Background: an optimization exercise with open tools, aiming at small area. Do not read the settings as production practice. Only simulation tests tie the RTL to the original design; equivalence was not proved. No activity file was given, so power comes from the tool's default toggle rates.

==> flow/design.v <==
`timescale 1ns / 1ps
module ControlUnit(CLK, RST, START,
	IN_KIND, IN_PRICE_CH, IN_MONEY, IN_PRICE_ADMIN, IN_PRICE_ADMIN_END, IN_MONEY_ENTER,
	KIND, NUM_ZERO, GE_PRICE, GE1000, GE500, GE100, GE50,
	OUT, COIN, SUB, IDX, PRICE, UP, SUC, KSAVE, KIN);
input CLK, RST, START;
input IN_PRICE_CH;
input [0:1] IN_MONEY;
input IN_PRICE_ADMIN, IN_PRICE_ADMIN_END, IN_MONEY_ENTER;
input IN_KIND;
input KIND, NUM_ZERO, GE_PRICE, GE1000, GE500, GE100, GE50;
output [0:22] OUT;
output COIN, SUB, PRICE, UP, SUC, KSAVE, KIN;
output [1:0] IDX;
reg [4:0] st;
wire [1:0] ix = st[1:0];
wire g0 = ~st[4] & ~st[3] & ~st[2];
wire gx = ~st[4] & ~st[3] & st[2];
wire gc = ~st[4] & st[3] & ~st[2];
wire gr = ~st[4] & st[3] & st[2];
wire gj = st[4] & ~st[3];
wire gp = st[4] & st[3];
wire s_idle   = g0 & (ix == 2'd0);
wire s_start  = g0 & (ix == 2'd1);
wire s_admin  = g0 & (ix == 2'd2);
wire s_input  = g0 & (ix == 2'd3);
wire s_judge  = gx & ~ix[1] & ~ix[0];
wire s_return = gx & ix[0];
wire s_end    = gx & ix[1];
wire ok = ~NUM_ZERO & GE_PRICE;
reg [4:0] nx;
always @* begin
	nx[4] = s_admin | (s_judge & ok) | (gj & ~ix[0]);
	nx[3] = s_admin | (s_input & ~IN_MONEY_ENTER) | (s_return & GE50);
	nx[2] = (s_input & IN_MONEY_ENTER) | (s_judge & ~ok) | (gj & ix[0]) | s_return | gr;
	nx[1] = s_start | (s_admin & IN_KIND) | (gp & ~IN_PRICE_ADMIN_END) |
		(s_input & ~IN_MONEY_ENTER & IN_MONEY[0]) | gc | (s_judge & ok & KIND) |
		(gj & ~ix[0] & ix[1]) | (s_return & (GE500 | ~GE50));
	nx[0] = (s_idle & START) | (s_start & ~IN_PRICE_ADMIN) | (s_admin & IN_PRICE_CH) |
		(gp & IN_PRICE_ADMIN_END) | (s_input & ~IN_MONEY_ENTER & IN_MONEY[1]) | gc |
		(s_judge & ~ok) | (gj & ~ix[0]) | (s_return & (GE1000 | (GE100 & ~GE500))) | gr;
end
always @(posedge CLK) begin
	if(RST)	st <= 5'd0;
	else		st <= nx;
end
assign OUT[0]  = s_idle;
assign OUT[1]  = s_start;
assign OUT[2]  = s_admin;
assign OUT[3]  = gp & ~KIND & ~ix[0];
assign OUT[4]  = gp & ~KIND & ix[0];
assign OUT[5]  = gp & KIND & ~ix[0];
assign OUT[6]  = gp & KIND & ix[0];
assign OUT[7]  = s_input;
assign OUT[8]  = gc & (ix == 2'd0);
assign OUT[9]  = gc & (ix == 2'd1);
assign OUT[10] = gc & (ix == 2'd2);
assign OUT[11] = gc & (ix == 2'd3);
assign OUT[12] = s_judge;
assign OUT[13] = gj & (ix == 2'd0);
assign OUT[14] = gj & (ix == 2'd1);
assign OUT[15] = gj & (ix == 2'd2);
assign OUT[16] = gj & (ix == 2'd3);
assign OUT[17] = s_return;
assign OUT[18] = gr & (ix == 2'd3);
assign OUT[19] = gr & (ix == 2'd2);
assign OUT[20] = gr & (ix == 2'd1);
assign OUT[21] = gr & (ix == 2'd0);
assign OUT[22] = s_end;
assign COIN  = ~st[4] & st[3];
assign SUB   = st[2];
assign IDX   = ix;
assign PRICE = gp;
assign UP    = ix[0];
assign SUC   = gj & ix[0];
assign KSAVE = gp;
assign KIN   = ix[1];
endmodule
`timescale 1ns / 1ps
module MONEY_REG(CLK, RST, CLR, COIN, SUB, IDX, PRICE, UP, SUC,
	Q0, Q1, KIND, M, SUM, GE_PRICE, GE1000, GE500, GE100, GE50);
input CLK, RST, CLR;
input COIN, SUB, PRICE, UP, SUC;
input [1:0] IDX;
input [13:0] Q0, Q1;
input KIND;
output reg [14:0] M;
output [14:0] SUM;
output GE_PRICE, GE1000, GE500, GE100, GE50;
wire [13:0] qs = KIND ? Q1 : Q0;
wire [1:0] ci = PRICE ? 2'd1 : IDX;
reg [14:0] csize;
always @* begin
	case(ci)
		2'd0:		csize = 15'd25;
		2'd1:		csize = 15'd50;
		2'd2:		csize = 15'd250;
		default:	csize = 15'd500;
	endcase
end
wire [14:0] a = M | ({15{PRICE}} & {qs, 1'b0});
wire use_c = COIN | PRICE;
wire neg = COIN ? SUB : (PRICE ? ~UP : 1'b1);
wire [14:0] b = (use_c ? csize : {qs, 1'b0}) ^ {15{neg}};
wire [15:0] c;
assign c[0] = neg;
genvar i;
generate for(i = 0; i < 15; i = i + 1) begin : rca
	assign SUM[i] = a[i] ^ b[i] ^ c[i];
	assign c[i+1] = (a[i] & b[i]) | (c[i] & (a[i] ^ b[i]));
end endgenerate
assign GE_PRICE = c[15];	 
always @(posedge CLK) begin
	if(RST | CLR)			M <= 15'd0;
	else if(COIN | SUC)	M <= SUM;
end
assign GE1000 = (|M[14:9]) | (M[8] & M[7] & M[6] & M[5] & M[4] & (M[3] | M[2]));
assign GE500  = (|M[14:8]) | (M[7] & M[6] & M[5] & M[4] & M[3] & (M[2] | M[1]));
assign GE100  = (|M[14:6]) | (M[5] & M[4] & (M[3] | M[2] | M[1]));
assign GE50   = (|M[14:5]) | (M[4] & M[3] & (M[2] | M[1] | M[0]));
endmodule
`timescale 1ns / 1ps
module PRICE_REG(CLK, LOAD, SAVE, IN, Q);
input CLK;
input LOAD, SAVE;
input [13:0] IN;
output reg [13:0] Q;
always @(posedge CLK) begin
	if(LOAD)			Q <= 14'd50;
	else if(SAVE)	Q <= IN;
end
endmodule
`timescale 1ns / 1ps
module JUICE_NUM_REG(CLK, IN, SAVE, DEC, RST, OUT
    );
input CLK;
input [0:2] IN;
input SAVE, DEC, RST;
output reg [0:2] OUT;
always @(posedge CLK) begin
	if(RST) 			OUT <= 0;
	else if(SAVE)	OUT <= IN;
	else if(DEC)	OUT <= OUT - 1;
end
endmodule
`timescale 1ns / 1ps
module JUICE_KIND_REG(CLK, IN, SAVE, RST, OUT
    );
input CLK, IN, SAVE, RST;
output reg OUT;
always @(posedge CLK) begin
	if(RST) OUT <= 0;
	else if(SAVE) OUT <= IN;
end
endmodule
`timescale 1ns / 1ps
module DUT( RST,
				START,
				CLK,
				IN_MONEY,
				IN_PRICE_CH,
				IN_KIND,
				IN_NUM,
				IN_PRICE_ADMIN,
				IN_PRICE_ADMIN_END,
				IN_MONEY_ENTER,
				OUT_MONEY,
				OUT_JUICE0_MADE,
				OUT_JUICE1_MADE,
				END,
				OUT_1000WON,
				OUT_500WON,
				OUT_100WON,
				OUT_50WON,
				OUT_JUICE0_PRICE,
				OUT_JUICE1_PRICE,
				OUT_CU_SIGNAL
    );
input RST, START, CLK;
input [0:1] IN_MONEY;
input IN_PRICE_CH, IN_KIND;
input [0:2] IN_NUM;
input IN_PRICE_ADMIN, IN_PRICE_ADMIN_END, IN_MONEY_ENTER;
output [0:15] OUT_MONEY;
output OUT_JUICE0_MADE, OUT_JUICE1_MADE, END;
output OUT_1000WON, OUT_500WON, OUT_100WON, OUT_50WON;
output [0:15] OUT_JUICE0_PRICE;
output [0:15] OUT_JUICE1_PRICE;
output [0:22] OUT_CU_SIGNAL;
wire [14:0] m, sum;
wire [13:0] q0, q1;
wire [2:0] num;
wire kind;
wire [0:22] s;
wire coin, sub, price, up, suc, ksave, kin;
wire [1:0] idx;
wire ge_price, ge1000, ge500, ge100, ge50;
ControlUnit CU(.CLK(CLK), .RST(RST), .START(START),
	.IN_KIND(IN_KIND), .IN_PRICE_CH(IN_PRICE_CH), .IN_MONEY(IN_MONEY), .IN_PRICE_ADMIN(IN_PRICE_ADMIN),
	.IN_PRICE_ADMIN_END(IN_PRICE_ADMIN_END), .IN_MONEY_ENTER(IN_MONEY_ENTER),
	.KIND(kind), .NUM_ZERO(num == 3'd0), .GE_PRICE(ge_price),
	.GE1000(ge1000), .GE500(ge500), .GE100(ge100), .GE50(ge50),
	.OUT(s), .COIN(coin), .SUB(sub), .IDX(idx), .PRICE(price), .UP(up),
	.SUC(suc), .KSAVE(ksave), .KIN(kin));
MONEY_REG money(.CLK(CLK), .RST(RST), .CLR(s[1]), .COIN(coin), .SUB(sub), .IDX(idx),
	.PRICE(price), .UP(up), .SUC(suc), .Q0(q0), .Q1(q1), .KIND(kind),
	.M(m), .SUM(sum), .GE_PRICE(ge_price),
	.GE1000(ge1000), .GE500(ge500), .GE100(ge100), .GE50(ge50));
PRICE_REG price0(.CLK(CLK), .LOAD(RST | s[0]), .SAVE(price & ~kind), .IN(sum[14:1]), .Q(q0));
PRICE_REG price1(.CLK(CLK), .LOAD(RST | s[0]), .SAVE(price & kind), .IN(sum[14:1]), .Q(q1));
JUICE_NUM_REG juice_num(.CLK(CLK), .IN(IN_NUM), .SAVE(s[7]), .DEC(suc),
	.RST(RST | s[1]), .OUT(num));
JUICE_KIND_REG juice_kind(.CLK(CLK), .IN(ksave ? kin : IN_KIND), .SAVE(s[7] | ksave),
	.RST(RST | s[1]), .OUT(kind));
assign OUT_CU_SIGNAL = s;
assign OUT_MONEY = {m, 1'b0};
assign OUT_JUICE0_PRICE = {q0, 2'b00};
assign OUT_JUICE1_PRICE = {q1, 2'b00};
assign OUT_JUICE0_MADE = s[14];
assign OUT_JUICE1_MADE = s[16];
assign END = s[0];
assign OUT_1000WON = s[18];
assign OUT_500WON = s[19];
assign OUT_100WON = s[20];
assign OUT_50WON = s[21];
endmodule
export LEC_CHECK = 0
export ABC_AREA = 1
export CAP_MARGIN = 0
export CORE_MARGIN = 2
export CORE_UTILIZATION = 60
export SLEW_MARGIN = 0
create_clock -name core_clock -period 5.0 [get_ports {CLK}]
standard.sh (not shown) runs the stock make flow with config.mk's settings and CLKGATE_MAP_FILE= SYNTH_SCRIPT=/design/flow/synth_recipe.tcl, a recipe that flattens the netlist after the stock synthesis.
==> flow/flow/run.sh <==
#!/bin/bash
# Layout flow: the standard layout (standard.sh), with
#  - synthesis mapped by abc with an area-oriented script (flow/abc.script);
#    registers are made exactly as in the standard synthesis;
#  - full/half adders left to abc as plain gates (no fa/ha cells);
#  - the input and output ports buffered with the platform's smallest buffer;
#  - clock tree synthesis without dummy loads.
# Each tool's full output goes to ORFS's own per-step logs under orfs/logs;
# make's output goes to make.log here.
set -euo pipefail
here=$(pwd)
export FLOW_ABC_SCRIPT="$here/flow/abc.script"
export BUFFER_PORTS_ARGS="-buffer_cell sky130_fd_sc_hd__buf_1"
export CTS_ARGS="-sink_clustering_enable -repair_clock_nets -dont_use_dummy_load"
bash standard.sh ADDER_MAP_FILE= SYNTH_SCRIPT="$here/flow/synth.tcl" finish > make.log 2>&1
==> flow/flow/abc.script <==
strash
dc2
dch
amap -A 8 -F 2
topo
stime -c
buffer -c
upsize -c
dnsize -c
==> flow/flow/synth.tcl <==
# The standard flow's synthesis script (synth_recipe.tcl), with abc run on abc.script
# (area-oriented standard-cell mapping) in place of ORFS's own abc script.
proc synth {args} { yosys synth -nofsm -noshare {*}$args }
if {[llength [info commands abc]]} { rename abc __yosys_abc }
proc abc {args} {
  set i [lsearch -exact $args -script]
  if {$i >= 0} { lset args [expr {$i + 1}] $::env(FLOW_ABC_SCRIPT) }
  yosys abc {*}$args
}
source $::env(SCRIPTS_DIR)/synth.tcl
# left out here: clear keep_hierarchy, flatten, clean up, hide names made inside functions, write 1_2_yosys.v
Then changed:
==> flow/flow/abc.script (replaced) <==
strash
dc2
dch
amap
topo
stime -c
upsize -c -D 4500
dnsize -c -D 4500
--- a/flow/config.mk
+++ b/flow/config.mk
@@ -11,2 +11,3 @@
 export CORE_UTILIZATION = 60
+export GPL_TIMING_DRIVEN = 0
 export SLEW_MARGIN = 0
Final area grows slightly.
Via count rose by a few percent.
Power went down by a few percent.
Combinational power goes down by a little under a tenth.
Wire length is higher by a few percent.
Worst hold slack gets worse by 0.033 ns.
Die area decreases by a few percent.
Flip-flop and latch count is unchanged.
Worst setup slack gets better by 0.18 ns.
Then changed:
==> flow/flow/abc.script (replaced) <==
strash
dc2
dch
amap
topo
stime -c
buffer -c
upsize -c
dnsize -c
--- a/flow/config.mk
+++ b/flow/config.mk
@@ -10,4 +10,3 @@
 export CORE_MARGIN = 2
-export CORE_UTILIZATION = 60
-export GPL_TIMING_DRIVEN = 0
+export CORE_UTILIZATION = 45
 export SLEW_MARGIN = 0
What happened: Worst setup slack improved by 0.22 ns. Global-route usage is lower by 8.8 points. Design area came out lower by a few percent. Clock skew is higher by 0.0035 ns. Non-clock buffer count is lower by 32. First-iteration DRC count went down by well over a third. Critical path depth goes up by 1. Clock-buffer cell count does not change. Total power decreases by a few percent. Via count decreases by a little under a tenth. Sequential power goes down by a few percent.
Then changed:
--- a/flow/config.mk
+++ b/flow/config.mk
@@ -10,3 +10,3 @@
 export CORE_MARGIN = 2
-export CORE_UTILIZATION = 45
+export CORE_UTILIZATION = 60
 export SLEW_MARGIN = 0
Effect: Utilization climbs by 17 points. Sequential power hardly moves. Setup slack degrades by 0.10 ns. Sequential cell count is unchanged. Combinational power barely changes. Final cell count falls by 1.7%.

==> static timing again, ports no longer ideal <==
In the flow no input, the clock included, has a driving cell. The finished layouts below were timed again as built, in two steps. Step 1 (the two cells are an assumption about what drives the block):
set clk [get_ports {CLK}]
set_driving_cell -lib_cell sky130_fd_sc_hd__clkbuf_16 $clk
set_driving_cell -lib_cell sky130_fd_sc_hd__buf_2 [delete_from_list [all_inputs] $clk]
Step 2, shift: input delay + t, output delay - t, t = (earliest + latest rising clock arrival at the registers) / 2. This alone moves slack from input paths to output paths. a / b / c = no drivers / after step 1 / after step 2; a / b = the first two.
run | t, ns | slack for setup (ns) | latest minus earliest clock arrival (ns)
the first run | 0.333 | 0.130 / 0.130 / 0.130 | 0.009 / 0.009
the second run | 0.332 | 0.314 / 0.314 / 0.314 | 0.012 / 0.012
the third run | 0.334 | 0.534 / 0.534 / 0.534 | 0.015 / 0.015
the fourth run | 0.328 | 0.433 / 0.433 / 0.433 | 0.024 / 0.024
After both steps every run listed still meets setup and hold.
